What follows belongs to an exercise in optimizing a design on an open flow for small area and a short achievable clock period; a production flow would make more cautious choices. In this exercise RTL edits were held to simulation tests only and were not proved equivalent to the original.

==> flow/design.v (outline; a module is shown in full before it is edited, if it fits) <==
// module FirSymmetry: 3021 lines
// module fa: 4 lines
// module ha: 4 lines
module FirSymmetry (
  input               io_input_valid,
  output              io_input_ready,
  input      [7:0]    io_input_payload,
  output              io_output_valid,
  input               io_output_ready,
  output     [21:0]   io_output_payload,
  input               clk,
  input               reset
);
  // ...
==> flow/flow/run.sh <==
#!/bin/bash
# Standard ORFS layout, but with fast port buffers (buf_2 on every input and
# output port instead of the default the resizer picks).
set -euo pipefail
export BUFFER_PORTS_ARGS="-buffer_cell sky130_fd_sc_hd__buf_2"
bash standard.sh finish > standard.log 2>&1
==> flow/standard.sh <==
#!/bin/bash
# synth_recipe.tcl (not shown) runs the flow's synth.tcl, then flattens the netlist and writes it again
# the make line also repeats each setting of config.mk as NAME=value (left out here)
make -C /OpenROAD-flow-scripts/flow DESIGN_CONFIG=/design/flow/config.mk WORK_HOME=/design/flow/orfs CLKGATE_MAP_FILE= SYNTH_SCRIPT=/design/flow/synth_recipe.tcl "${@:-finish}"
==> flow/config.mk <==
export PLATFORM = sky130hd
export DESIGN_NAME = FirSymmetry
export DESIGN_NICKNAME = FirSymmetry
export VERILOG_FILES = /design/flow/design.v
export SDC_FILE = /design/flow/constraint.sdc
export NUM_CORES = 4
export LEC_CHECK = 0
export CAP_MARGIN = 20
export CORE_MARGIN = 2
export CORE_UTILIZATION = 40
export SLEW_MARGIN = 20
export SYNTH_HIERARCHICAL = 1
==> flow/constraint.sdc <==
create_clock -name core_clock -period 18.0 [get_ports {clk}]
set_input_delay 3.6000 -clock core_clock [delete_from_list [all_inputs] [get_ports {clk}]]
set_output_delay 3.6000 -clock core_clock [all_outputs]
set_load 0.01 [all_outputs]
==> summary.txt, run 1 <==
# TYPE chip_impl_metric gauge
chip_impl_info{name="result_of_the_run",value="complete, no violations"} 1
chip_impl_metric{name="fillers",unit=""} 10200
chip_impl_info{name="top_register",value="win"} 1
chip_impl_metric{name="path_buf_inv",unit=""} 2
chip_impl_metric{name="wl_met3",unit="mm"} 5.83
chip_impl_metric{name="met2WireLength",unit="mm"} 60.7
chip_impl_metric{name="timing.max_slew.rel_slack",unit="%"} 28.4
chip_impl_metric{name="finalWeightedCongestion",unit=""} 0.923
chip_impl_metric{name="synth_sequential_area_ratio",unit="%"} 57.6
chip_impl_info{name="rsz_0062_raised_after_global_routing",value="false"} 1
chip_impl_metric{name="cts_made_buffers",unit=""} 100
chip_impl_metric{name="net_count_after_synthesis",unit=""} 3151
chip_impl_metric{name="synth-compound-area-share",unit="%"} 0.800
chip_impl_info{name="min_path_type",value="flip-flop to flip-flop"} 1
chip_impl_metric{name="die_area",unit="sq mm"} 0.124
chip_impl_metric{name="timing.reg2reg.setup_slack",unit="ns"} 11.01
chip_impl_metric{name="worstPathArrival",unit="ns"} 4.69
chip_impl_info{name="cts_root_buffer",value="sky130_fd_sc_hd__clkbuf_16"} 1
chip_impl_metric{name="dr.first_iter.drc_count",unit=""} 2084
chip_impl_metric{name="max-cap-violations",unit=""} 0
chip_impl_metric{name="clkSinkCount",unit=""} 934
chip_impl_info{name="worst_hold_path.endpoint",value="win[51]"} 1
chip_impl_metric{name="grt_overflow",unit=""} 0
chip_impl_metric{name="timing_hold_violations_final",unit=""} 0
chip_impl_metric{name="async_flop_share",unit="%"} 0.857
chip_impl_info{name="crit_slowest_cell",value="sky130_fd_sc_hd__buf_8"} 1
chip_impl_metric{name="core_area",unit="sq mm"} 0.120
chip_impl_metric{name="core.rowCount",unit=""} 127
chip_impl_info{name="critical_path.endpoint_type",value="output pin"} 1
chip_impl_info{name="synth_commonest_cells",value="sky130_fd_sc_hd__fa_1, sky130_fd_sc_hd__edfxtp_1, sky130_fd_sc_hd__inv_1, sky130_fd_sc_hd__ha_1, sky130_fd_sc_hd__a21oi_1"} 1
chip_impl_metric{name="fin_worst_hold_slack",unit="ns"} 0.405
chip_impl_metric{name="seq_share",unit="%"} 51.8
==> inputs of run 2 (changes only) <==
--- a/flow/config.mk
+++ b/flow/config.mk
@@ -7,6 +7,8 @@
 export LEC_CHECK = 0
 export CAP_MARGIN = 20
 export CORE_MARGIN = 2
-export CORE_UTILIZATION = 40
+export CORE_UTILIZATION = 60
+export CTS_BUF_LIST = sky130_fd_sc_hd__clkbuf_8
+export CTS_CLUSTER_SIZE = 20
 export SLEW_MARGIN = 20
 export SYNTH_HIERARCHICAL = 1
==> summary.txt, run 2 <==
# TYPE chip_impl_metric gauge
chip_impl_info{name="result_of_the_run",value="complete, no violations"} 1
chip_impl_info{name="critical_path.endpoint_type",value="output pin"} 1
chip_impl_metric{name="timing.max_slew.rel_slack",unit="%"} 28.7
chip_impl_metric{name="grt_overflow",unit=""} 0
chip_impl_metric{name="post-route-period-util",unit="%"} 48.7
chip_impl_metric{name="finalWeightedCongestion",unit=""} 0.931
chip_impl_metric{name="cp_data_required_time",unit="ns"} 14.40
chip_impl_metric{name="finClkSkew",unit="ns"} 0.0366
chip_impl_info{name="synthTopCellsByArea",value="sky130_fd_sc_hd__edfxtp_1, sky130_fd_sc_hd__fa_1, sky130_fd_sc_hd__ha_1"} 1
chip_impl_metric{name="finalCoreUtilization",unit="%"} 65.9
chip_impl_metric{name="dr.first_iter.drc_count",unit=""} 1951
chip_impl_info{name="setup.worst_path.class",value="primary input to output pin"} 1
chip_impl_info{name="post-synth-top-area-cell",value="sky130_fd_sc_hd__edfxtp_1"} 1
chip_impl_metric{name="syn_to_final_growth",unit="%"} 8.92
chip_impl_info{name="layout_common_cells",value="sky130_fd_sc_hd__fa_1, sky130_fd_sc_hd__edfxtp_1, sky130_fd_sc_hd__clkbuf_8, sky130_fd_sc_hd__inv_1, sky130_fd_sc_hd__ha_1"} 1
chip_impl_metric{name="antenna_found_initial",unit=""} 3
chip_impl_metric{name="worstPathArrival",unit="ns"} 5.17
chip_impl_metric{name="yosys.area.top_type_share",unit="%"} 57.1
chip_impl_info{name="synth_flop_cell",value="sky130_fd_sc_hd__edfxtp_1"} 1
chip_impl_metric{name="cts_made_buffers",unit=""} 155
chip_impl_metric{name="synth.cell_area",unit="sq mm"} 0.0487
chip_impl_info{name="leading_cell_type_in_the_layout_fill_and_taps_excluded",value="sky130_fd_sc_hd__fa_1"} 1
chip_impl_metric{name="post_synthesis_cells",unit=""} 2148
chip_impl_metric{name="port-buffer-count",unit=""} 35
chip_impl_metric{name="async_flop_share",unit="%"} 0.857
chip_impl_metric{name="globalRouteTotalUtil",unit="%"} 30.7
chip_impl_metric{name="route.detailed.drc",unit=""} 0
chip_impl_metric{name="die_height",unit="um"} 289
chip_impl_metric{name="first_global_vias",unit=""} 23100
chip_impl_metric{name="global_route_wire_length_before_repair",unit="mm"} 170
chip_impl_info{name="worst_setup_path_start_kind",value="primary input"} 1
chip_impl_metric{name="fmax",unit="GHz"} 0.114
chip_impl_metric{name="routedWlPerCell",unit="um"} 34.1
chip_impl_metric{name="number_of_vias_in_the_routed_layout",unit=""} 20600
chip_impl_metric{name="yosys_warnings",unit=""} 7
chip_impl_metric{name="largest_register_ffs",unit=""} 872
chip_impl_metric{name="die_width",unit="um"} 289
chip_impl_metric{name="post-cts-setup-buffer-count",unit=""} 0
chip_impl_metric{name="net_count_after_synthesis",unit=""} 3151
chip_impl_metric{name="worstSkewPairLatency",unit="ns"} 0.83
chip_impl_info{name="rsz_0062_raised_after_global_routing",value="false"} 1
chip_impl_metric{name="start_util",unit="%"} 60.5
chip_impl_info{name="synth_commonest_cells",value="sky130_fd_sc_hd__fa_1, sky130_fd_sc_hd__edfxtp_1, sky130_fd_sc_hd__inv_1, sky130_fd_sc_hd__ha_1, sky130_fd_sc_hd__a21oi_1"} 1
chip_impl_metric{name="drive_gt1_share",unit="%"} 9.62
chip_impl_metric{name="post_cts_hold_buffer_count",unit=""} 0
chip_impl_metric{name="clk_transition_reported_paths",unit="ns"} 0.06
chip_impl_metric{name="synth-seq-cells",unit=""} 934
chip_impl_metric{name="core.rowCount",unit=""} 104
chip_impl_info{name="yosys.cell_count.top_type",value="sky130_fd_sc_hd__fa_1"} 1
chip_impl_info{name="layout_top_registers",value="win (872), sc (36), y (18)"} 1
chip_impl_metric{name="layout.cell_area.non_filler",unit="sq mm"} 0.0530
chip_impl_metric{name="setup_tns",unit="ns"} 0
chip_impl_info{name="min_path_type",value="flip-flop to flip-flop"} 1
chip_impl_metric{name="synth.avg_cell_area",unit="sq um"} 22.7
chip_impl_metric{name="drtPass1Iterations",unit=""} 5
chip_impl_metric{name="finish.net_count",unit=""} 3346
chip_impl_metric{name="max-cap-violations",unit=""} 0
chip_impl_metric{name="core_area",unit="sq mm"} 0.0804
chip_impl_metric{name="worstMarginPinSlew",unit="ns"} 1.07
chip_impl_metric{name="finalMaxSlewViolations",unit=""} 0
chip_impl_metric{name="clkSinkCount",unit=""} 934
chip_impl_metric{name="synth_enable_flop_cells",unit=""} 926
chip_impl_metric{name="detail_route.vias_per_cell",unit=""} 5.87
chip_impl_metric{name="die_area",unit="sq mm"} 0.0834
chip_impl_metric{name="path_max_fanout",unit=""} 89
chip_impl_metric{name="h-tree-depth",unit=""} 4
chip_impl_metric{name="standard_cell_area_after_detailed_placement",unit="sq mm"} 0.0502
chip_impl_metric{name="timing_hold_violations_final",unit=""} 0
chip_impl_metric{name="final_period_minus_worst_setup_slack",unit="ns"} 8.77
chip_impl_metric{name="routed_wl",unit="mm"} 120
chip_impl_metric{name="synth_sequential_area_ratio",unit="%"} 57.6
chip_impl_metric{name="grt_start_max_net_pins",unit=""} 90
chip_impl_metric{name="finalSetupViolCount",unit=""} 0
chip_impl_info{name="cts_tree",value="done"} 1
chip_impl_info{name="cts_root_buffer",value="sky130_fd_sc_hd__clkbuf_8"} 1
chip_impl_metric{name="synth.distinct_cells",unit=""} 45
chip_impl_info{name="top_register",value="win"} 1
chip_impl_metric{name="dp_hpwl",unit="mm"} 98.0
chip_impl_metric{name="clock_path_buffers",unit=""} 3
chip_impl_metric{name="io_pins",unit=""} 36
chip_impl_metric{name="postCtsResizedCells",unit=""} 0
chip_impl_metric{name="route.antenna.remaining_nets",unit=""} 0
==> run 2: final cells by class <==
cell class | count | area, sq um
antenna | 1 | 2.50
tap | 1060 | 1330
clock inverter | 108 | 606
sequential | 934 | 28000
multi-input combinational | 1123 | 20300
inverter | 82 | 308
fill | 5297 | 27400
timing repair buffer | 47 | 279
clock buffer | 159 | 2190
==> run 2: cells by family after synthesis <==
family | after synthesis | synth area share, %
muxes | 2 | 0.0411
and+or+nand+nor | 56 | 0.599
buffers and inverters | 91 | 0.756
AOI/OAI and AO/OA | 60 | 0.800
xor gates and xnor gates | 14 | 0.267
adders and majority gates | 991 | 40.0
DFF | 934 | 57.6
==> run 2: final timing paths <==
path | from | end | slack, ns | cells past startpoint
setup / recovery | io_output_ready | io_input_ready | 9.23 | 3
hold / removal | win[128] | win[136] | 0.39 | 0
setup reg to reg | win[457] | sc[23] | 10.95 | 14
hold reg to reg | win[128] | win[136] | 0.39 | 0
max in group asynchronous | reset | run[1] | 15.05 | 2
min in group asynchronous | reset | run[4] | 2.71 | 2
==> run 2: per-layer routing <==
layer	vias up	wire, um	track usage [%]
met5	-	0	0
met4	0	5230	12.8
met3	197	6800	4.80
met2	844	60800	49.6
met1	11600	47100	42.9
li1	7993	-	-
==> run 2: through the flow <==
step,cells,hold WS (ns),setup WS (ns)
floorplan,2148,0.400,10.42
global placement,3246,0.400,9.24
detailed placement,3246,0.405,9.14
CTS,3513,0.379,9.18
global route,3514,0.394,9.04
finish,3514,0.390,9.23
==> run 2: modules after synthesis, one instance, submodules excluded <==
module / copies in the design / area [sq um] / cells inside / flops+latches
ha: 23 / 12.5 / 1 / 0
FirSymmetry: 1 / 29600 / 1186 / 934
fa: 939 / 20.0 / 1 / 0
==> run 2: worst max-delay path, cell delays in order <==
cell and delay (ns):
sky130_fd_sc_hd__buf_8 0.40, sky130_fd_sc_hd__buf_4 0.84, sky130_fd_sc_hd__buf_2 0.27
==> inputs of run 3 (changes only) <==
==> flow/run.sh (new file) <==
#!/bin/bash
# synth_recipe.tcl (not shown) runs the flow's synth.tcl, then flattens the netlist and writes it again
# the make line also repeats each setting of config.mk as NAME=value (left out here)
make -C /OpenROAD-flow-scripts/flow DESIGN_CONFIG=/design/flow/config.mk WORK_HOME=/design/flow/orfs CLKGATE_MAP_FILE= SYNTH_SCRIPT=/design/flow/synth_recipe.tcl finish
--- a/flow/config.mk
+++ b/flow/config.mk
@@ -7,8 +7,6 @@
 export LEC_CHECK = 0
 export CAP_MARGIN = 20
 export CORE_MARGIN = 2
-export CORE_UTILIZATION = 60
-export CTS_BUF_LIST = sky130_fd_sc_hd__clkbuf_8
-export CTS_CLUSTER_SIZE = 20
+export CORE_UTILIZATION = 40
 export SLEW_MARGIN = 20
 export SYNTH_HIERARCHICAL = 1
removed: flow/flow/run.sh
removed: flow/standard.sh
==> summary.txt, run 3 <==
# TYPE chip_impl_metric gauge
chip_impl_info{name="result_of_the_run",value="complete, no violations"} 1
chip_impl_metric{name="final_period_minus_worst_setup_slack",unit="ns"} 8.77
chip_impl_info{name="crit-reg2reg-launch",value="win[514]"} 1
chip_impl_metric{name="synth-seq-cells",unit=""} 934
chip_impl_metric{name="finalSetupViolCount",unit=""} 0
chip_impl_info{name="synthTopCellsByArea",value="sky130_fd_sc_hd__edfxtp_1, sky130_fd_sc_hd__fa_1, sky130_fd_sc_hd__ha_1"} 1
chip_impl_info{name="rr_endpoint",value="sc[23]"} 1
chip_impl_metric{name="post-cts-setup-buffer-count",unit=""} 0
chip_impl_metric{name="first_global_vias",unit=""} 22900
chip_impl_metric{name="io_pins",unit=""} 36
chip_impl_metric{name="worstPathArrival",unit="ns"} 5.17
chip_impl_metric{name="finalWeightedCongestion",unit=""} 0.920
chip_impl_metric{name="drive_gt1_share",unit="%"} 6.39
chip_impl_metric{name="grt_overflow",unit=""} 0
chip_impl_metric{name="async_flop_share",unit="%"} 0.857
chip_impl_metric{name="route.detailed.drc",unit=""} 0
chip_impl_metric{name="core.rowCount",unit=""} 127
chip_impl_info{name="cts_root_buffer",value="sky130_fd_sc_hd__clkbuf_16"} 1
chip_impl_metric{name="detail_route.vias_per_cell",unit=""} 5.04
chip_impl_metric{name="postCtsResizedCells",unit=""} 0
chip_impl_metric{name="die_width",unit="um"} 353
chip_impl_metric{name="route.antenna.remaining_nets",unit=""} 0
chip_impl_info{name="rsz_0062_raised_after_global_routing",value="false"} 1
chip_impl_metric{name="synth_enable_flop_cells",unit=""} 926
chip_impl_metric{name="worstMarginPinSlew",unit="ns"} 1.08
chip_impl_metric{name="cp_data_required_time",unit="ns"} 14.40
chip_impl_metric{name="yosys.area.top_type_share",unit="%"} 57.1
chip_impl_info{name="synth_flop_cell",value="sky130_fd_sc_hd__edfxtp_1"} 1
chip_impl_metric{name="finalMaxSlewViolations",unit=""} 0
chip_impl_info{name="top_register",value="win"} 1
chip_impl_info{name="worst_setup_path_start_kind",value="primary input"} 1
chip_impl_metric{name="start_util",unit="%"} 40.5
chip_impl_metric{name="globalRouteTotalUtil",unit="%"} 20.3
chip_impl_info{name="cell_breakdown_of_the_critical_path",value="buf_8 > nand2_1 > nor3b_1 > clkdlybuf4s50_1"} 1
chip_impl_metric{name="clkSinkCount",unit=""} 934
chip_impl_info{name="setup.worst_path.class",value="primary input to output pin"} 1
chip_impl_metric{name="antenna_found_initial",unit=""} 3
chip_impl_metric{name="drtPass1Iterations",unit=""} 5
chip_impl_metric{name="cp_slowest_stage_delay",unit="ns"} 0.57
chip_impl_info{name="worst_hold_path.endpoint",value="win[592]"} 1
chip_impl_metric{name="path_max_fanout",unit=""} 80
chip_impl_metric{name="yosys_warnings",unit=""} 7
chip_impl_info{name="min_path_type",value="flip-flop to flip-flop"} 1
chip_impl_metric{name="core_area",unit="sq mm"} 0.120
chip_impl_metric{name="dr.first_iter.drc_count",unit=""} 1982
chip_impl_metric{name="synth.avg_cell_area",unit="sq um"} 22.7
chip_impl_metric{name="post_synthesis_cells",unit=""} 2148
chip_impl_metric{name="setup_tns",unit="ns"} 0
chip_impl_metric{name="timing_hold_violations_final",unit=""} 0
chip_impl_metric{name="routed_wl",unit="mm"} 122
chip_impl_info{name="layout_top_registers",value="win (872), sc (36), y (18)"} 1
chip_impl_metric{name="die_area",unit="sq mm"} 0.124
chip_impl_metric{name="cts_made_buffers",unit=""} 100
chip_impl_info{name="synth_commonest_cells",value="sky130_fd_sc_hd__fa_1, sky130_fd_sc_hd__edfxtp_1, sky130_fd_sc_hd__inv_1, sky130_fd_sc_hd__ha_1, sky130_fd_sc_hd__a21oi_1"} 1
chip_impl_metric{name="number_of_vias_in_the_routed_layout",unit=""} 20100
chip_impl_metric{name="syn_to_final_growth",unit="%"} 11.3
chip_impl_metric{name="routedWlPerCell",unit="um"} 30.6
chip_impl_metric{name="synth_sequential_area_ratio",unit="%"} 57.6
chip_impl_metric{name="dp_hpwl",unit="mm"} 99.9
chip_impl_metric{name="net_count_after_synthesis",unit=""} 3151
chip_impl_info{name="cts_tree",value="done"} 1
chip_impl_metric{name="r2r.worst_path.cells",unit=""} 14
chip_impl_info{name="holdCritStartpoint",value="win[584]"} 1
chip_impl_metric{name="worstSkewPairLatency",unit="ns"} 0.70
chip_impl_metric{name="hold_path_cell_cnt",unit=""} 0
chip_impl_info{name="post-synth-top-area-cell",value="sky130_fd_sc_hd__edfxtp_1"} 1
chip_impl_metric{name="n_antenna_cell",unit=""} 0
chip_impl_metric{name="post_cts_hold_buffer_count",unit=""} 0
chip_impl_metric{name="max-cap-violations",unit=""} 0
chip_impl_metric{name="largest_register_ffs",unit=""} 872
chip_impl_info{name="crit_slowest_cell",value="sky130_fd_sc_hd__clkdlybuf4s50_1"} 1
chip_impl_info{name="critical-path-top-delay-family",value="buffers and inverters"} 1
chip_impl_info{name="leading_cell_type_in_the_layout_fill_and_taps_excluded",value="sky130_fd_sc_hd__fa_1"} 1
chip_impl_metric{name="h-tree-depth",unit=""} 3
chip_impl_metric{name="multiInputGateArea",unit="sq mm"} 0.0203
chip_impl_metric{name="path_buf_inv",unit=""} 2
chip_impl_metric{name="synth.distinct_cells",unit=""} 45
chip_impl_info{name="critical_path.endpoint_type",value="output pin"} 1
chip_impl_metric{name="timing.max_slew.rel_slack",unit="%"} 27.9
chip_impl_metric{name="finish.net_count",unit=""} 3290
chip_impl_metric{name="seqCellArea",unit="sq mm"} 0.0280
chip_impl_metric{name="post-route-period-util",unit="%"} 48.7
chip_impl_metric{name="finClkSkew",unit="ns"} 0.0353
chip_impl_metric{name="die_height",unit="um"} 353
chip_impl_metric{name="clk_transition_reported_paths",unit="ns"} 0.06
chip_impl_info{name="layout_common_cells",value="sky130_fd_sc_hd__fa_1, sky130_fd_sc_hd__edfxtp_1, sky130_fd_sc_hd__clkbuf_16, sky130_fd_sc_hd__inv_1, sky130_fd_sc_hd__ha_1"} 1
chip_impl_metric{name="fmax",unit="GHz"} 0.114
chip_impl_metric{name="grt_start_max_net_pins",unit=""} 185
chip_impl_metric{name="finalCoreUtilization",unit="%"} 45.0
chip_impl_metric{name="fillers",unit=""} 10100
chip_impl_metric{name="timing.reg2reg.setup_slack",unit="ns"} 10.95
chip_impl_metric{name="clock_path_buffers",unit=""} 3
chip_impl_metric{name="synth.cell_area",unit="sq mm"} 0.0487
chip_impl_metric{name="global_route_wire_length_before_repair",unit="mm"} 174
chip_impl_info{name="yosys.cell_count.top_type",value="sky130_fd_sc_hd__fa_1"} 1
chip_impl_metric{name="port-buffer-count",unit=""} 35
run 3: logic make-up (layout without fill, tap and decap cells):
family / after synthesis / in the layout / share of synthesized area, %
AO/OA/AOI/OAI: 60 / 60 / 0.800
buffers and inverters: 91 / 307 / 0.756
flip-flops: 934 / 934 / 57.6
AND/OR/NAND/NOR: 56 / 56 / 0.599
multiplexers: 2 / 2 / 0.0411
XOR/XNOR: 14 / 14 / 0.267
adder cells (fa/ha/maj): 991 / 991 / 40.0
run 3: modules after synthesis (local to each module, per instance):
module | copies in the design | cells inside | area (sq um) | flops+latches
fa | 939 | 1 | 20.0 | 0
FirSymmetry | 1 | 1186 | 29600 | 934
ha | 23 | 1 | 12.5 | 0
run 3: worst max-delay path by stage:
stage | cells after the start | from | slack (ns) | to
finish | 4 | io_output_ready | 9.23 | io_output_valid
global route | 4 | io_output_ready | 9.11 | io_output_valid
CTS | 4 | io_output_ready | 9.23 | io_output_valid
detailed placement | 4 | io_output_ready | 9.24 | io_output_valid
global placement | 4 | io_output_ready | 9.23 | io_output_valid
floorplan | 2 | io_input_valid | 10.42 | io_output_valid
run 3: layout make-up:
class / instances / area share, %
Sequential cell: 934 / 51.7
Clock buffer: 122 / 4.89
Tap cell: 1612 / 3.72
Timing Repair Buffer: 46 / 0.838
Inverter: 82 / 0.568
Clock inverter: 57 / 0.822
Multi-Input combinational cell: 1123 / 37.5
run 3: through the flow:
step | setup WS (ns) | instances | hold slack [ns] | area (sq um)
after CTS | 9.23 | 3976 | 0.400 | 54200
after global placement | 9.23 | 3797 | 0.401 | 51100
final | 9.23 | 3976 | 0.405 | 54200
after floorplan | 10.42 | 2148 | 0.400 | 48700
after detailed placement | 9.24 | 3797 | 0.405 | 51100
after global routing | 9.11 | 3976 | 0.419 | 54200
run 3: metal layers:
metal  wire, um  part of all wire [%]  GRT usage (%)
met5          0                     0              0
met4       5540                   4.6           8.08
met3       7180                   5.9           4.36
met2      58800                    48           31.9
met1      50000                    41           27.8
==> inputs of run 4 (changes only) <==
==> flow/flow/run.sh (new file) <==
#!/bin/bash
# Standard ORFS layout with three changes to how the control paths are laid out:
#  - every port buffer is a buf_2 (the resizer's default pick is a slow delay buffer),
#  - the five control pins (valid/ready/reset) are placed next to each other,
#  - before detailed placement, the shift-enable buffer tree under io_output_ready
#    is moved behind one extra buffer, so the port buffer only drives
#    io_input_ready's buffer, the io_output_valid gate and that tree buffer.
# Each step's full output is in standard.log (and ORFS's own logs under orfs/logs).
set -euo pipefail
HERE=$(pwd)
export BUFFER_PORTS_ARGS="-buffer_cell sky130_fd_sc_hd__buf_2"
export PRE_IO_PLACEMENT_TCL=$HERE/flow/io_pins.tcl
export PRE_DETAIL_PLACE_TCL=$HERE/flow/io_fix.tcl
bash standard.sh finish > standard.log 2>&1
==> flow/flow/io_fix.tcl (new file) <==
# Isolate the io_output_ready port buffer from the shift-enable buffer tree.
set block [ord::get_db_block]
proc driver_inst_of_net {net} {
  foreach it [$net getITerms] {
    if {[$it isOutputSignal]} { return [$it getInst] }
  }
  return ""
}
proc port_load_inst {port} {
  set bt [[ord::get_db_block] findBTerm $port]
  set net [$bt getNet]
  foreach it [$net getITerms] { return [$it getInst] }
}
proc port_driver_inst {port} {
  set bt [[ord::get_db_block] findBTerm $port]
  return [driver_inst_of_net [$bt getNet]]
}
set ibuf [port_load_inst io_output_ready]
set onet ""
foreach it [$ibuf getITerms] {
  if {[$it isOutputSignal]} { set onet [$it getNet] }
}
# cells in the fan-in of the io_output_valid and io_input_ready port buffers
set keep {}
foreach p {io_output_valid io_input_ready} {
  set ob [port_driver_inst $p]
  lappend keep [$ob getName]
  # walk back two levels of logic from the output buffer
  set frontier [list $ob]
  for {set lvl 0} {$lvl < 3} {incr lvl} {
    set next {}
    foreach inst $frontier {
      foreach it [$inst getITerms] {
        if {[$it isInputSignal]} {
          set n [$it getNet]
          if {$n eq "NULL" || $n eq ""} continue
          set d [driver_inst_of_net $n]
          if {$d ne "" && [$d getName] ne [$ibuf getName]} {
            lappend next $d
            lappend keep [$d getName]
          }
        }
      }
    }
    set frontier $next
  }
}
set loads {}
foreach it [$onet getITerms] {
  if {[$it isInputSignal]} {
    set inst [$it getInst]
    if {[lsearch -exact $keep [$inst getName]] < 0} {
      lappend loads "[$inst getName]/[[$it getMTerm] getName]"
    }
  }
}
puts "io_fix: [$ibuf getName] drives [llength [$onet getITerms]] pins; moving [llength $loads] behind a new buffer"
if {[llength $loads] > 0} {
  insert_buffer -buffer_cell sky130_fd_sc_hd__buf_12 -net [$onet getName] -load_pins $loads -buffer_name en_tree_root
}
==> flow/flow/io_pins.tcl (new file) <==
# keep the control pins together so the valid/ready paths stay short
set_io_pin_constraint -group -order -pin_names {io_input_valid reset io_output_valid io_input_ready io_output_ready}
==> flow/standard.sh (new file) <==
#!/bin/bash
# synth_recipe.tcl (not shown) runs the flow's synth.tcl, then flattens the netlist and writes it again
# the make line also repeats each setting of config.mk as NAME=value (left out here)
make -C /OpenROAD-flow-scripts/flow DESIGN_CONFIG=/design/flow/config.mk WORK_HOME=/design/flow/orfs CLKGATE_MAP_FILE= SYNTH_SCRIPT=/design/flow/synth_recipe.tcl "${@:-finish}"
removed: flow/run.sh
==> summary.txt, run 4 <==
# TYPE chip_impl_metric gauge
chip_impl_info{name="result_of_the_run",value="stopped before the end"} 1
chip_impl_info{name="outcome.stop_stage",value="detailed placement (3_5_place_dp)"} 1
chip_impl_info{name="run.stop_error",value="[ERROR STA-0132] pin 'win\\\\[353\\\\]$_DFFE_PP_/DE' not found."} 1
chip_impl_info{name="synth_flop_cell",value="sky130_fd_sc_hd__edfxtp_1"} 1
chip_impl_metric{name="net_count_after_synthesis",unit=""} 3151
chip_impl_metric{name="core.rowCount",unit=""} 127
chip_impl_metric{name="post_synthesis_cells",unit=""} 2148
chip_impl_metric{name="port-buffer-count",unit=""} 35
chip_impl_metric{name="yosys_warnings",unit=""} 7
chip_impl_info{name="synthTopCellsByArea",value="sky130_fd_sc_hd__edfxtp_1, sky130_fd_sc_hd__fa_1, sky130_fd_sc_hd__ha_1"} 1
chip_impl_metric{name="synth-seq-cells",unit=""} 934
chip_impl_metric{name="synth.avg_cell_area",unit="sq um"} 22.7
chip_impl_metric{name="finalWeightedCongestion",unit=""} 0.922
chip_impl_info{name="synth_commonest_cells",value="sky130_fd_sc_hd__fa_1, sky130_fd_sc_hd__edfxtp_1, sky130_fd_sc_hd__inv_1, sky130_fd_sc_hd__ha_1, sky130_fd_sc_hd__a21oi_1"} 1
chip_impl_metric{name="die_width",unit="um"} 353
chip_impl_metric{name="synth_enable_flop_cells",unit=""} 926
chip_impl_metric{name="yosys.area.top_type_share",unit="%"} 57.1
chip_impl_info{name="post-synth-top-area-cell",value="sky130_fd_sc_hd__edfxtp_1"} 1
chip_impl_metric{name="io_pins",unit=""} 36
chip_impl_metric{name="async_flop_share",unit="%"} 0.857
chip_impl_metric{name="start_util",unit="%"} 40.5
chip_impl_metric{name="synth.cell_area",unit="sq mm"} 0.0487
chip_impl_metric{name="synth_sequential_area_ratio",unit="%"} 57.6
chip_impl_info{name="yosys.cell_count.top_type",value="sky130_fd_sc_hd__fa_1"} 1
chip_impl_metric{name="synth.distinct_cells",unit=""} 45
chip_impl_metric{name="die_height",unit="um"} 353
[run 4: cells by family after synthesis]
group	count (synthesis)	share of synthesized area, %
and+or+nand+nor	56	0.599
xor gates and xnor gates	14	0.267
adders and majority gates	991	40.0
muxes	2	0.0411
AOI/OAI and AO/OA	60	0.800
buffers and inverters	91	0.756
DFF	934	57.6
[run 4: modules after synthesis (local to each module, per instance)]
module	flops+latches	times used
FirSymmetry	934	1
fa	0	939
ha	0	23
[run 4: how the worst min path moves through the flow]
stage,endpoint,startpoint,slack (ns)
global placement,win[41],win[33],0.40
floorplan,win[100],win[92],0.40
[run 4: metrics by stage]
step	std cells	area, sq um
after floorplan	2148	48700
after global placement	3796	50900
==> inputs of run 5 (changes only) <==
==> flow/flow/io_fix.tcl (replaced) <==
# Runs before detailed placement (PRE_DETAIL_PLACE_TCL), after the resizer has
# buffered the design.  It shortens the combinational port-to-port paths
# (io_output_ready -> io_input_ready, and the valid/ready/reset -> io_output_valid
# gate), which the flow leaves slow because they meet the 18 ns clock easily:
#  - the io_output_ready port buffer keeps only the loads on those paths; the
#    shift-enable buffer tree is moved behind one new buffer,
#  - the gates on those paths get drive strength 2, their port buffers buf_4.
set db [ord::get_db]
set block [ord::get_db_block]

proc driver_of_net {net} {
  foreach it [$net getITerms] {
    if {[$it isOutputSignal]} { return [$it getInst] }
  }
  return ""
}
proc is_seq {inst} {
  return [[$inst getMaster] isSequential]
}
proc port_net {port} {
  return [[[ord::get_db_block] findBTerm $port] getNet]
}
proc out_net {inst} {
  foreach it [$inst getITerms] {
    if {[$it isOutputSignal]} { return [$it getNet] }
  }
  return ""
}
proc upsize {inst cell} {
  set m [[ord::get_db] findMaster $cell]
  if {$m eq "NULL" || $m eq ""} { return }
  if {[[$inst getMaster] getName] eq $cell} { return }
  puts "io_fix: [$inst getName] [[$inst getMaster] getName] -> $cell"
  replace_cell [get_cells [$inst getName]] $cell
}

# port buffers
set inbuf {}
foreach p {io_input_valid io_output_ready reset} {
  foreach it [[port_net $p] getITerms] { dict set inbuf $p [$it getInst] }
}
set outbuf {}
foreach p {io_output_valid io_input_ready} {
  dict set outbuf $p [driver_of_net [port_net $p]]
}
set portbufs {}
foreach {p i} $inbuf { lappend portbufs [$i getName] }
foreach {p i} $outbuf { lappend portbufs [$i getName] }

# combinational cells between the port buffers and the two outputs
set keep {}
foreach {p ob} $outbuf {
  set frontier [list $ob]
  for {set lvl 0} {$lvl < 4} {incr lvl} {
    set next {}
    foreach inst $frontier {
      if {[lsearch -exact $portbufs [$inst getName]] >= 0 && $inst ne $ob} continue
      foreach it [$inst getITerms] {
        if {![$it isInputSignal]} continue
        set n [$it getNet]
        if {$n eq "NULL" || $n eq ""} continue
        set d [driver_of_net $n]
        if {$d eq "" || [is_seq $d]} continue
        if {[lsearch -exact $keep [$d getName]] < 0} {
          lappend keep [$d getName]
          lappend next $d
        }
      }
    }
    set frontier $next
  }
}
puts "io_fix: control path cells: $keep"

# isolate the shift-enable tree
set ibuf [dict get $inbuf io_output_ready]
set onet [out_net $ibuf]
set loads {}
set nkeep 0
foreach pin [get_pins -of_objects [get_nets [$onet getName]]] {
  if {[get_property $pin direction] ne "input"} continue
  set iname [get_full_name [get_cells -of_objects $pin]]
  if {[lsearch -exact $keep $iname] < 0 && [lsearch -exact $portbufs $iname] < 0} {
    lappend loads $pin
  } else {
    incr nkeep
  }
}
puts "io_fix: [$ibuf getName] keeps $nkeep loads, [llength $loads] move behind en_tree_root"
if {[llength $loads] > 0} {
  insert_buffer -buffer_cell sky130_fd_sc_hd__buf_12 -net [get_nets [$onet getName]] \
    -load_pins $loads -buffer_name en_tree_root
}

# sizes
foreach name $keep {
  set inst [$block findInst $name]
  if {[lsearch -exact $portbufs $name] >= 0} continue
  set mname [[$inst getMaster] getName]
  if {[regexp {^(sky130_fd_sc_hd__\w+?)_(0|1)$} $mname -> base]} {
    upsize $inst ${base}_2
  }
}
foreach p {io_input_valid reset} { upsize [dict get $inbuf $p] sky130_fd_sc_hd__buf_4 }
foreach p {io_output_valid io_input_ready} { upsize [dict get $outbuf $p] sky130_fd_sc_hd__buf_4 }
--- a/flow/config.mk
+++ b/flow/config.mk
@@ -8,5 +8,8 @@
 export CAP_MARGIN = 20
 export CORE_MARGIN = 2
 export CORE_UTILIZATION = 40
+export CTS_BUF_LIST = sky130_fd_sc_hd__clkbuf_16
+export CTS_CLUSTER_DIAMETER = 150
+export CTS_CLUSTER_SIZE = 26
 export SLEW_MARGIN = 20
 export SYNTH_HIERARCHICAL = 1
==> summary.txt, run 5 <==
# TYPE chip_impl_metric gauge
chip_impl_info{name="layout_common_cells",value="sky130_fd_sc_hd__fa_1, sky130_fd_sc_hd__edfxtp_1, sky130_fd_sc_hd__inv_1, sky130_fd_sc_hd__ha_1, sky130_fd_sc_hd__clkbuf_16"} 1
chip_impl_metric{name="routedWlPerCell",unit="um"} 31.7
chip_impl_metric{name="met2WireLength",unit="mm"} 62.4
chip_impl_metric{name="worstMarginPinSlew",unit="ns"} 1.06
chip_impl_metric{name="worstSkewPairLatency",unit="ns"} 0.66
chip_impl_metric{name="global_route_wire_length_before_repair",unit="mm"} 175
chip_impl_metric{name="die_area",unit="sq mm"} 0.124
chip_impl_metric{name="clkSinkCount",unit=""} 934
chip_impl_metric{name="grt_start_max_net_pins",unit=""} 166
chip_impl_metric{name="wl_met1",unit="mm"} 51.6
chip_impl_metric{name="largest_register_ffs",unit=""} 872
chip_impl_metric{name="routed_wl",unit="mm"} 122
chip_impl_metric{name="clk_transition_reported_paths",unit="ns"} 0.11
chip_impl_metric{name="dr.first_iter.drc_count",unit=""} 2282
chip_impl_metric{name="core_area",unit="sq mm"} 0.120
chip_impl_metric{name="detail_route.vias_per_cell",unit=""} 5.12
chip_impl_info{name="synthTopCellsByArea",value="sky130_fd_sc_hd__edfxtp_1, sky130_fd_sc_hd__fa_1, sky130_fd_sc_hd__ha_1"} 1
chip_impl_metric{name="n_antenna_cell",unit=""} 0
chip_impl_metric{name="async_flop_share",unit="%"} 0.857
chip_impl_info{name="timing.critical_path.mode_cell",value="sky130_fd_sc_hd__buf_4"} 1
chip_impl_metric{name="drive_gt1_share",unit="%"} 4.44
chip_impl_metric{name="grt_overflow",unit=""} 0
chip_impl_info{name="cts_tree",value="done"} 1
chip_impl_metric{name="finClkSkew",unit="ns"} 0.0419
chip_impl_metric{name="cts_made_buffers",unit=""} 41
chip_impl_metric{name="post_cts_hold_buffer_count",unit=""} 0
chip_impl_metric{name="postCtsResizedCells",unit=""} 0
chip_impl_metric{name="path_max_fanout",unit=""} 6
chip_impl_metric{name="synth_enable_flop_cells",unit=""} 926
chip_impl_metric{name="post-route-period-util",unit="%"} 43.0
chip_impl_metric{name="io_pins",unit=""} 36
chip_impl_info{name="top_register",value="win"} 1
chip_impl_metric{name="yosys_warnings",unit=""} 7
chip_impl_info{name="leading_cell_type_in_the_layout_fill_and_taps_excluded",value="sky130_fd_sc_hd__fa_1"} 1
chip_impl_metric{name="dp_hpwl",unit="mm"} 101
chip_impl_metric{name="synth_sequential_area_ratio",unit="%"} 57.6
chip_impl_metric{name="path_buf_inv",unit=""} 2
chip_impl_metric{name="cp_slowest_stage_delay",unit="ns"} 0.19
chip_impl_info{name="worst_setup_path_start_kind",value="primary input"} 1
chip_impl_metric{name="finalMaxSlewViolations",unit=""} 0
chip_impl_metric{name="finalWeightedCongestion",unit=""} 0.922
chip_impl_info{name="layout_top_registers",value="win (872), sc (36), y (18)"} 1
chip_impl_metric{name="drtPass1Iterations",unit=""} 5
chip_impl_metric{name="yosys.area.top_type_share",unit="%"} 57.1
chip_impl_info{name="post-synth-top-area-cell",value="sky130_fd_sc_hd__edfxtp_1"} 1
chip_impl_metric{name="post_synthesis_cells",unit=""} 2148
chip_impl_metric{name="antenna_found_initial",unit=""} 2
chip_impl_metric{name="core.rowCount",unit=""} 127
chip_impl_metric{name="clock_path_buffers",unit=""} 3
chip_impl_info{name="synth_flop_cell",value="sky130_fd_sc_hd__edfxtp_1"} 1
chip_impl_metric{name="syn_to_final_growth",unit="%"} 6.90
chip_impl_info{name="min_path_type",value="flip-flop to flip-flop"} 1
chip_impl_metric{name="route.antenna.remaining_nets",unit=""} 0
chip_impl_info{name="dr.max_layer_used",value="met4"} 1
chip_impl_metric{name="route.detailed.drc",unit=""} 0
chip_impl_info{name="setup.worst_path.class",value="primary input to output pin"} 1
chip_impl_metric{name="number_of_vias_in_the_routed_layout",unit=""} 19700
chip_impl_info{name="crit_slowest_cell",value="sky130_fd_sc_hd__nor3b_2"} 1
chip_impl_metric{name="worstPathArrival",unit="ns"} 4.14
chip_impl_metric{name="wl_met3",unit="mm"} 5.94
chip_impl_metric{name="h-tree-depth",unit=""} 2
chip_impl_metric{name="net_count_after_synthesis",unit=""} 3151
chip_impl_metric{name="timing.max_slew.rel_slack",unit="%"} 29.2
chip_impl_metric{name="synth-seq-cells",unit=""} 934
chip_impl_metric{name="post-cts-setup-buffer-count",unit=""} 0
chip_impl_metric{name="critical_path_cell_count",unit=""} 4
chip_impl_metric{name="fmax",unit="GHz"} 0.129
chip_impl_metric{name="hold_path_cell_cnt",unit=""} 0
chip_impl_metric{name="final_period_minus_worst_setup_slack",unit="ns"} 7.74
chip_impl_info{name="critical_path.endpoint_type",value="output pin"} 1
chip_impl_metric{name="port-buffer-count",unit=""} 35
chip_impl_metric{name="globalRouteTotalUtil",unit="%"} 20.3
chip_impl_info{name="result_of_the_run",value="complete, no violations"} 1
chip_impl_metric{name="finalCoreUtilization",unit="%"} 43.2
chip_impl_info{name="cts_root_buffer",value="sky130_fd_sc_hd__clkbuf_16"} 1
chip_impl_metric{name="timing_hold_violations_final",unit=""} 0
chip_impl_info{name="critical-path-top-delay-family",value="buffers and inverters"} 1
chip_impl_metric{name="synth.avg_cell_area",unit="sq um"} 22.7
chip_impl_metric{name="synth.distinct_cells",unit=""} 45
chip_impl_metric{name="die_width",unit="um"} 353
chip_impl_info{name="cell_breakdown_of_the_critical_path",value="buf_4 > nand2_2 > nor3b_2 > buf_4"} 1
chip_impl_info{name="rsz_0062_raised_after_global_routing",value="false"} 1
chip_impl_metric{name="first_global_vias",unit=""} 22400
chip_impl_metric{name="synth.cell_area",unit="sq mm"} 0.0487
chip_impl_metric{name="setup_tns",unit="ns"} 0
chip_impl_metric{name="r2r.worst_path.cells",unit=""} 14
chip_impl_metric{name="cp_data_required_time",unit="ns"} 14.40
chip_impl_metric{name="finalSetupViolCount",unit=""} 0
chip_impl_metric{name="start_util",unit="%"} 40.5
chip_impl_info{name="synth_commonest_cells",value="sky130_fd_sc_hd__fa_1, sky130_fd_sc_hd__edfxtp_1, sky130_fd_sc_hd__inv_1, sky130_fd_sc_hd__ha_1, sky130_fd_sc_hd__a21oi_1"} 1
chip_impl_metric{name="die_height",unit="um"} 353
chip_impl_info{name="yosys.cell_count.top_type",value="sky130_fd_sc_hd__fa_1"} 1
chip_impl_metric{name="finish.net_count",unit=""} 3231
chip_impl_metric{name="max-cap-violations",unit=""} 0
-- run 5: cells by family after synthesis --
group	share of synthesized area, %
muxes	0.0411
DFF	57.6
AOI/OAI and AO/OA	0.800
adders and majority gates	40.0
and+or+nand+nor	0.599
xor gates and xnor gates	0.267
buffers and inverters	0.756
-- run 5: layout make-up --
class / count / area [sq um]
Inverter: 82 / 308
Clock inverter: 2 / 12.5
Sequential cell: 934 / 28000
Tap cell: 1612 / 2020
Timing Repair Buffer: 46 / 303
Clock buffer: 43 / 1080
Multi-Input combinational cell: 1123 / 20300
Fill cell: 10200 / 68300
-- run 5: through the flow --
step	setup slack, ns	cell area [sq um]	hold slack (ns)	cells
final	10.26	52000	0.415	3842
after global routing	10.22	52000	0.423	3842
after CTS	10.24	52000	0.410	3842
after detailed placement	10.25	50900	0.405	3797
after global placement	9.50	50900	0.400	3796
after floorplan	10.42	48700	0.400	2148
-- run 5: per-layer routing --
metal,up-vias,GRT usage (%)
li1,7656,-
met1,11400,29.1
met2,564,33.9
met3,81,2.55
met4,0,3.60
met5,-,0
-- run 5: path summary, 6_finish.rpt --
path	from	slack, ns	end
worst max register to register	win[459]	11.03	sc[27]
worst min-delay path	win[584]	0.41	win[592]
max in group asynchronous	reset	14.88	run[0]
worst min register to register	win[584]	0.41	win[592]
min in group asynchronous	reset	2.89	run[6]
worst max-delay path	io_input_valid	10.26	io_output_valid
-- run 5: per-module statistics from Yosys (local to each module, per instance) --
module | flops+latches | times used | cells inside
fa | 0 | 939 | 1
FirSymmetry | 934 | 1 | 1186
ha | 0 | 23 | 1
==> inputs of run 6 (changes only) <==
--- a/flow/config.mk
+++ b/flow/config.mk
@@ -9,7 +9,7 @@
 export CORE_MARGIN = 2
 export CORE_UTILIZATION = 40
 export CTS_BUF_LIST = sky130_fd_sc_hd__clkbuf_16
-export CTS_CLUSTER_DIAMETER = 150
-export CTS_CLUSTER_SIZE = 26
+export CTS_CLUSTER_DIAMETER = 120
+export CTS_CLUSTER_SIZE = 22
 export SLEW_MARGIN = 20
 export SYNTH_HIERARCHICAL = 1
==> summary.txt, run 6 <==
# TYPE chip_impl_metric gauge
chip_impl_metric{name="synth_sequential_area_ratio",unit="%"} 57.6
chip_impl_info{name="post-synth-top-area-cell",value="sky130_fd_sc_hd__edfxtp_1"} 1
chip_impl_metric{name="finalMaxSlewViolations",unit=""} 0
chip_impl_metric{name="fmax",unit="GHz"} 0.129
chip_impl_metric{name="die_width",unit="um"} 353
chip_impl_info{name="cts_root_buffer",value="sky130_fd_sc_hd__clkbuf_16"} 1
chip_impl_info{name="rsz_0062_raised_after_global_routing",value="false"} 1
chip_impl_metric{name="seqCellArea",unit="sq mm"} 0.0280
chip_impl_info{name="rr_endpoint",value="sc[27]"} 1
chip_impl_metric{name="cp_data_required_time",unit="ns"} 14.40
chip_impl_metric{name="io_pins",unit=""} 36
chip_impl_metric{name="synth_enable_flop_cells",unit=""} 926
chip_impl_metric{name="dp_hpwl",unit="mm"} 101
chip_impl_metric{name="async_flop_share",unit="%"} 0.857
chip_impl_metric{name="worstPathArrival",unit="ns"} 4.14
chip_impl_metric{name="setup_tns",unit="ns"} 0
chip_impl_metric{name="clkSinkCount",unit=""} 934
chip_impl_metric{name="cts_made_buffers",unit=""} 48
chip_impl_info{name="layout_top_registers",value="win (872), sc (36), y (18)"} 1
chip_impl_metric{name="clock_path_buffers",unit=""} 3
chip_impl_metric{name="timing_hold_violations_final",unit=""} 0
chip_impl_metric{name="yosys_warnings",unit=""} 7
chip_impl_metric{name="post-cts-setup-buffer-count",unit=""} 0
chip_impl_metric{name="global_route_wire_length_before_repair",unit="mm"} 175
chip_impl_metric{name="net_count_after_synthesis",unit=""} 3151
chip_impl_metric{name="grt_start_max_net_pins",unit=""} 166
chip_impl_metric{name="routedWlPerCell",unit="um"} 31.6
chip_impl_metric{name="synth.cell_area",unit="sq mm"} 0.0487
chip_impl_info{name="result_of_the_run",value="complete, no violations"} 1
chip_impl_metric{name="synth.avg_cell_area",unit="sq um"} 22.7
chip_impl_metric{name="multiInputGateArea",unit="sq mm"} 0.0203
chip_impl_metric{name="fillers",unit=""} 10200
chip_impl_info{name="crit-reg2reg-launch",value="win[459]"} 1
chip_impl_metric{name="worstSkewPairLatency",unit="ns"} 0.67
chip_impl_metric{name="core.rowCount",unit=""} 127
chip_impl_info{name="worst_setup_path_start_kind",value="primary input"} 1
chip_impl_metric{name="dr.first_iter.drc_count",unit=""} 2233
chip_impl_metric{name="timing.reg2reg.setup_slack",unit="ns"} 10.99
chip_impl_metric{name="finClkSkew",unit="ns"} 0.0314
chip_impl_info{name="yosys.cell_count.top_type",value="sky130_fd_sc_hd__fa_1"} 1
chip_impl_metric{name="grt_overflow",unit=""} 0
chip_impl_metric{name="route.detailed.drc",unit=""} 0
chip_impl_metric{name="drive_gt1_share",unit="%"} 4.81
chip_impl_metric{name="post_synthesis_cells",unit=""} 2148
chip_impl_info{name="leading_cell_type_in_the_layout_fill_and_taps_excluded",value="sky130_fd_sc_hd__fa_1"} 1
chip_impl_info{name="cp-endpoint",value="io_output_valid"} 1
chip_impl_metric{name="antenna_found_initial",unit=""} 1
chip_impl_metric{name="port-buffer-count",unit=""} 35
chip_impl_metric{name="final_period_minus_worst_setup_slack",unit="ns"} 7.74
chip_impl_metric{name="globalRouteTotalUtil",unit="%"} 20.3
chip_impl_metric{name="synth.distinct_cells",unit=""} 45
chip_impl_metric{name="h-tree-depth",unit=""} 2
chip_impl_metric{name="first_global_vias",unit=""} 22500
chip_impl_info{name="synthTopCellsByArea",value="sky130_fd_sc_hd__edfxtp_1, sky130_fd_sc_hd__fa_1, sky130_fd_sc_hd__ha_1"} 1
chip_impl_info{name="top_register",value="win"} 1
chip_impl_metric{name="core_area",unit="sq mm"} 0.120
chip_impl_metric{name="max-cap-violations",unit=""} 0
chip_impl_metric{name="yosys.area.top_type_share",unit="%"} 57.1
chip_impl_info{name="critPathLaunch",value="io_input_valid"} 1
chip_impl_metric{name="finalWeightedCongestion",unit=""} 0.922
chip_impl_info{name="layout_common_cells",value="sky130_fd_sc_hd__fa_1, sky130_fd_sc_hd__edfxtp_1, sky130_fd_sc_hd__inv_1, sky130_fd_sc_hd__ha_1, sky130_fd_sc_hd__clkbuf_16"} 1
chip_impl_info{name="synth_commonest_cells",value="sky130_fd_sc_hd__fa_1, sky130_fd_sc_hd__edfxtp_1, sky130_fd_sc_hd__inv_1, sky130_fd_sc_hd__ha_1, sky130_fd_sc_hd__a21oi_1"} 1
chip_impl_metric{name="die_area",unit="sq mm"} 0.124
chip_impl_metric{name="postCtsResizedCells",unit=""} 0
chip_impl_info{name="setup.worst_path.class",value="primary input to output pin"} 1
chip_impl_metric{name="routed_wl",unit="mm"} 122
chip_impl_metric{name="r2r.worst_path.cells",unit=""} 14
chip_impl_metric{name="finish.net_count",unit=""} 3238
chip_impl_info{name="cts_tree",value="done"} 1
chip_impl_metric{name="post_cts_hold_buffer_count",unit=""} 0
chip_impl_metric{name="finalSetupViolCount",unit=""} 0
chip_impl_metric{name="post-route-period-util",unit="%"} 43.0
chip_impl_metric{name="start_util",unit="%"} 40.5
chip_impl_metric{name="die_height",unit="um"} 353
chip_impl_metric{name="largest_register_ffs",unit=""} 872
chip_impl_metric{name="syn_to_final_growth",unit="%"} 7.30
chip_impl_info{name="synth_flop_cell",value="sky130_fd_sc_hd__edfxtp_1"} 1
chip_impl_metric{name="clk_transition_reported_paths",unit="ns"} 0.09
chip_impl_metric{name="drtPass1Iterations",unit=""} 5
chip_impl_metric{name="path_max_fanout",unit=""} 6
chip_impl_metric{name="timing.max_slew.rel_slack",unit="%"} 30.2
chip_impl_metric{name="route.antenna.remaining_nets",unit=""} 0
chip_impl_metric{name="detail_route.vias_per_cell",unit=""} 5.12
chip_impl_metric{name="number_of_vias_in_the_routed_layout",unit=""} 19800
chip_impl_info{name="min_path_type",value="flip-flop to flip-flop"} 1
chip_impl_metric{name="synth-seq-cells",unit=""} 934
chip_impl_info{name="critical_path.endpoint_type",value="output pin"} 1
chip_impl_metric{name="worstMarginPinSlew",unit="ns"} 1.05
chip_impl_metric{name="n_antenna_cell",unit=""} 0
-- run 6: cell counts after synthesis --
Identical to the previous run, type by type.
-- run 6: layer usage --
layer,global-route usage (%),part of all wire (%)
met5,0,0
met3,3.11,5.4
met4,4.08,2.1
met1,29.0,42
met2,33.6,50
-- run 6: stage by stage --
step / instances / area, sq um / hold slack, ns / worst slack [ns] / util, %
global placement: 3796 / 50900 / 0.400 / 9.50 / 42.3
floorplan: 2148 / 48700 / 0.400 / 10.42 / -
CTS: 3857 / 52200 / 0.422 / 10.24 / 43.4
detailed placement: 3797 / 50900 / 0.405 / 10.25 / 42.3
global route: 3857 / 52200 / 0.421 / 10.22 / 43.4
finish: 3857 / 52200 / 0.419 / 10.26 / 43.4
-- run 6: layout make-up --
class,count,area share (%)
clock buffers,49,2.35
well taps,1612,3.86
inverters,82,0.589
repair buffers,46,0.580
multi-input cells,1123,38.9
flip-flops and latches,934,53.6
clock inverters,11,0.115
-- run 6: Yosys stat by module (local to each module, per instance) --
| module | cell area [sq um] | flops+latches | copies in the design | cells |
|---|---|---|---|---|
| ha | 12.5 | 0 | 23 | 1 |
| FirSymmetry | 29600 | 934 | 1 | 1186 |
| fa | 20.0 | 0 | 939 | 1 |
-- run 6: worst min path at each step --
| stage | from | end | slack (ns) | cells after the start |
|---|---|---|---|---|
| floorplan | win[92] | win[100] | 0.40 | 0 |
| global placement | win[33] | win[41] | 0.40 | 0 |
| detailed placement | win[3] | win[11] | 0.40 | 0 |
| CTS | win[790] | win[798] | 0.42 | 0 |
| global route | win[77] | win[85] | 0.42 | 0 |
| finish | win[48] | win[56] | 0.42 | 0 |
-- run 6: worst max-delay path: stages --
cell,delay (ns)
sky130_fd_sc_hd__buf_4,0.12
sky130_fd_sc_hd__nand2_2,0.08
sky130_fd_sc_hd__nor3b_2,0.19
sky130_fd_sc_hd__buf_4,0.15
-- run 6: cells by family after synthesis --
family          after synthesis  synth area share [%]
xor+xnor                     14                 0.267
mux                           2                0.0411
compound gates               60                 0.800
fa+ha+maj                   991                  40.0
buf+inv                      91                 0.756
flops                       934                  57.6
simple gates                 56                 0.599
==> inputs of run 7 (changes only) <==
--- a/flow/config.mk
+++ b/flow/config.mk
@@ -8,8 +8,5 @@
 export CAP_MARGIN = 20
 export CORE_MARGIN = 2
 export CORE_UTILIZATION = 40
-export CTS_BUF_LIST = sky130_fd_sc_hd__clkbuf_16
-export CTS_CLUSTER_DIAMETER = 120
-export CTS_CLUSTER_SIZE = 22
 export SLEW_MARGIN = 20
 export SYNTH_HIERARCHICAL = 1
==> summary.txt, run 7 <==
# TYPE chip_impl_metric gauge
chip_impl_metric{name="finalMaxSlewViolations",unit=""} 0
chip_impl_info{name="cts_root_buffer",value="sky130_fd_sc_hd__clkbuf_16"} 1
chip_impl_metric{name="post_synthesis_cells",unit=""} 2148
chip_impl_metric{name="worstMarginPinSlew",unit="ns"} 1.05
chip_impl_metric{name="cts_made_buffers",unit=""} 100
chip_impl_metric{name="yosys.area.top_type_share",unit="%"} 57.1
chip_impl_metric{name="met2WireLength",unit="mm"} 62.1
chip_impl_metric{name="drtPass1Iterations",unit=""} 5
chip_impl_metric{name="detail_route.vias_per_cell",unit=""} 5.05
chip_impl_metric{name="global_route_wire_length_before_repair",unit="mm"} 178
chip_impl_metric{name="route.detailed.drc",unit=""} 0
chip_impl_metric{name="post-cts-setup-buffer-count",unit=""} 0
chip_impl_metric{name="die_width",unit="um"} 353
chip_impl_metric{name="largest_register_ffs",unit=""} 872
chip_impl_info{name="synth_commonest_cells",value="sky130_fd_sc_hd__fa_1, sky130_fd_sc_hd__edfxtp_1, sky130_fd_sc_hd__inv_1, sky130_fd_sc_hd__ha_1, sky130_fd_sc_hd__a21oi_1"} 1
chip_impl_info{name="combinational_family_with_the_most_area_after_synthesis",value="adder cells"} 1
chip_impl_metric{name="place_ws",unit="ns"} 10.25
chip_impl_metric{name="grt_overflow",unit=""} 0
chip_impl_metric{name="post_cts_hold_buffer_count",unit=""} 0
chip_impl_info{name="synthTopCellsByArea",value="sky130_fd_sc_hd__edfxtp_1, sky130_fd_sc_hd__fa_1, sky130_fd_sc_hd__ha_1"} 1
chip_impl_metric{name="grt_start_max_net_pins",unit=""} 166
chip_impl_metric{name="finish.net_count",unit=""} 3290
chip_impl_metric{name="post-route-period-util",unit="%"} 43.0
chip_impl_info{name="setup.worst_path.class",value="primary input to output pin"} 1
chip_impl_metric{name="synth.distinct_cells",unit=""} 45
chip_impl_metric{name="synth-adder-area-share",unit="%"} 40.0
chip_impl_metric{name="timing.final.ws_setup",unit="ns"} 10.26
chip_impl_info{name="timing.critical_path.mode_cell",value="sky130_fd_sc_hd__buf_4"} 1
chip_impl_info{name="leading_cell_type_in_the_layout_fill_and_taps_excluded",value="sky130_fd_sc_hd__fa_1"} 1
chip_impl_metric{name="io_pins",unit=""} 36
chip_impl_metric{name="number_of_vias_in_the_routed_layout",unit=""} 20100
chip_impl_metric{name="die_area",unit="sq mm"} 0.124
chip_impl_metric{name="worstSkewPairLatency",unit="ns"} 0.70
chip_impl_metric{name="core_area",unit="sq mm"} 0.120
chip_impl_metric{name="yosys.area_share.simple",unit="%"} 0.599
chip_impl_metric{name="globalRouteTotalUtil",unit="%"} 20.6
chip_impl_metric{name="worstPathArrival",unit="ns"} 4.14
chip_impl_metric{name="die_height",unit="um"} 353
chip_impl_metric{name="synth.avg_cell_area",unit="sq um"} 22.7
chip_impl_metric{name="finalSetupViolCount",unit=""} 0
chip_impl_metric{name="synth_sequential_area_ratio",unit="%"} 57.6
chip_impl_info{name="result_of_the_run",value="complete, no violations"} 1
chip_impl_metric{name="synth-seq-cells",unit=""} 934
chip_impl_metric{name="finalCoreUtilization",unit="%"} 45.2
chip_impl_metric{name="drive_gt1_share",unit="%"} 8.64
chip_impl_metric{name="clock_path_buffers",unit=""} 3
chip_impl_info{name="crit_slowest_cell",value="sky130_fd_sc_hd__nor3b_2"} 1
chip_impl_info{name="critical_path.endpoint_type",value="output pin"} 1
run 7: cell count changes in the layout (fill, tap and decap cells not counted):
cell	change
sky130_fd_sc_hd__clkbuf_16	+53
sky130_fd_sc_hd__inv_6	-1
sky130_fd_sc_hd__bufinv_16	+17
sky130_fd_sc_hd__clkinv_1	+23
sky130_fd_sc_hd__inv_1	-7
sky130_fd_sc_hd__clkinv_4	+4
sky130_fd_sc_hd__inv_8	-1
sky130_fd_sc_hd__clkinvlp_4	+5
sky130_fd_sc_hd__clkinv_2	+16
sky130_fd_sc_hd__inv_16	+3
sky130_fd_sc_hd__clkinv_16	+1
sky130_fd_sc_hd__clkbuf_1	+15
run 7: layout make-up:
| class | count | area, sq um | area share [%] |
|---|---|---|---|
| Clock buffer | 117 | 2610 | 4.80 |
| Tap cell | 1612 | 2020 | 3.71 |
| Sequential cell | 934 | 28000 | 51.5 |
| Multi-Input combinational cell | 1123 | 20300 | 37.3 |
| Clock inverter | 71 | 853 | 1.57 |
| Inverter | 82 | 308 | 0.566 |
| Timing Repair Buffer | 46 | 303 | 0.557 |
run 7: path summary, 6_finish.rpt:
kind	startpoint	endpoint	slack (ns)	cells past startpoint
worst max register to register	win[459]	sc[27]	10.98	14
worst max-delay path	io_input_valid	io_output_valid	10.26	4
worst min register to register	win[846]	win[854]	0.41	0
min in group asynchronous	reset	run[4]	2.87	2
max in group asynchronous	reset	run[5]	14.90	2
worst min-delay path	win[846]	win[854]	0.41	0
run 7: layer usage:
layer / global-route usage, % / up-vias
met2: 33.7 / 622
met4: 4.85 / 0
met5: 0 / -
li1: - / 7881
met3: 3.56 / 130
met1: 29.2 / 11500
run 7: logic make-up after synthesis:
group / count (synthesis)
fa+ha+maj: 991
flops: 934
buf+inv: 91
compound gates: 60
simple gates: 56
xor+xnor: 14
mux: 2
run 7: per-module statistics from Yosys, one instance, submodules excluded:
module | copies in the design | cells
fa | 939 | 1
ha | 23 | 1
FirSymmetry | 1 | 1186
run 7: critical path: cells and delay by family:
family / cells / cell delay [ns]
and+or+nand+nor: 2 / 0.27
buffers and inverters: 2 / 0.27

==> static timing again, ports no longer ideal <==
Ports are ideal in the flow. The routed layouts listed here were re-timed in OpenROAD.
Step 1 (the two cells are an assumption about what drives the block):
set clk [get_ports {clk}]
set_driving_cell -lib_cell sky130_fd_sc_hd__clkbuf_16 $clk
set_driving_cell -lib_cell sky130_fd_sc_hd__buf_2 [delete_from_list [all_inputs] $clk]
Step 2 times the ports against the registers' clock, not the clock port: input delays grow and output delays shrink by t, the midpoint of the rising clock arrivals with the driver on.
Slacks: ideal / step 1 / step 2; pairs: ideal / step 1.
run | t (ns) | slack for setup (ns) | hold WS [ns] | worst slew at a driven data input, ns | cell pins on the clock port's net
run 1 | 0.757 | 9.711 / 9.662 / 9.662 | 0.405 / 0.405 / 0.405 | 0.05 | 1
run 2 | 0.885 | 9.227 / 9.167 / 9.167 | 0.390 / 0.390 / 0.390 | 0.06 | 1
run 3 | 0.756 | 9.227 / 9.177 / 9.177 | 0.405 / 0.405 / 0.405 | 0.05 | 1
run 5 | 0.713 | 10.257 / 10.232 / 10.232 | 0.415 / 0.415 / 0.415 | 0.05 | 1
run 6 | 0.728 | 10.256 / 10.226 / 10.226 | 0.419 / 0.419 / 0.419 | 0.05 | 1
run 7 | 0.754 | 10.260 / 10.229 / 10.229 | 0.413 / 0.413 / 0.413 | 0.05 | 1
After both steps setup and hold are still met in every run listed. For run 2, which loses most, drivers alone change the setup slack by -0.060 ns; drivers and shift together by -0.060 ns.
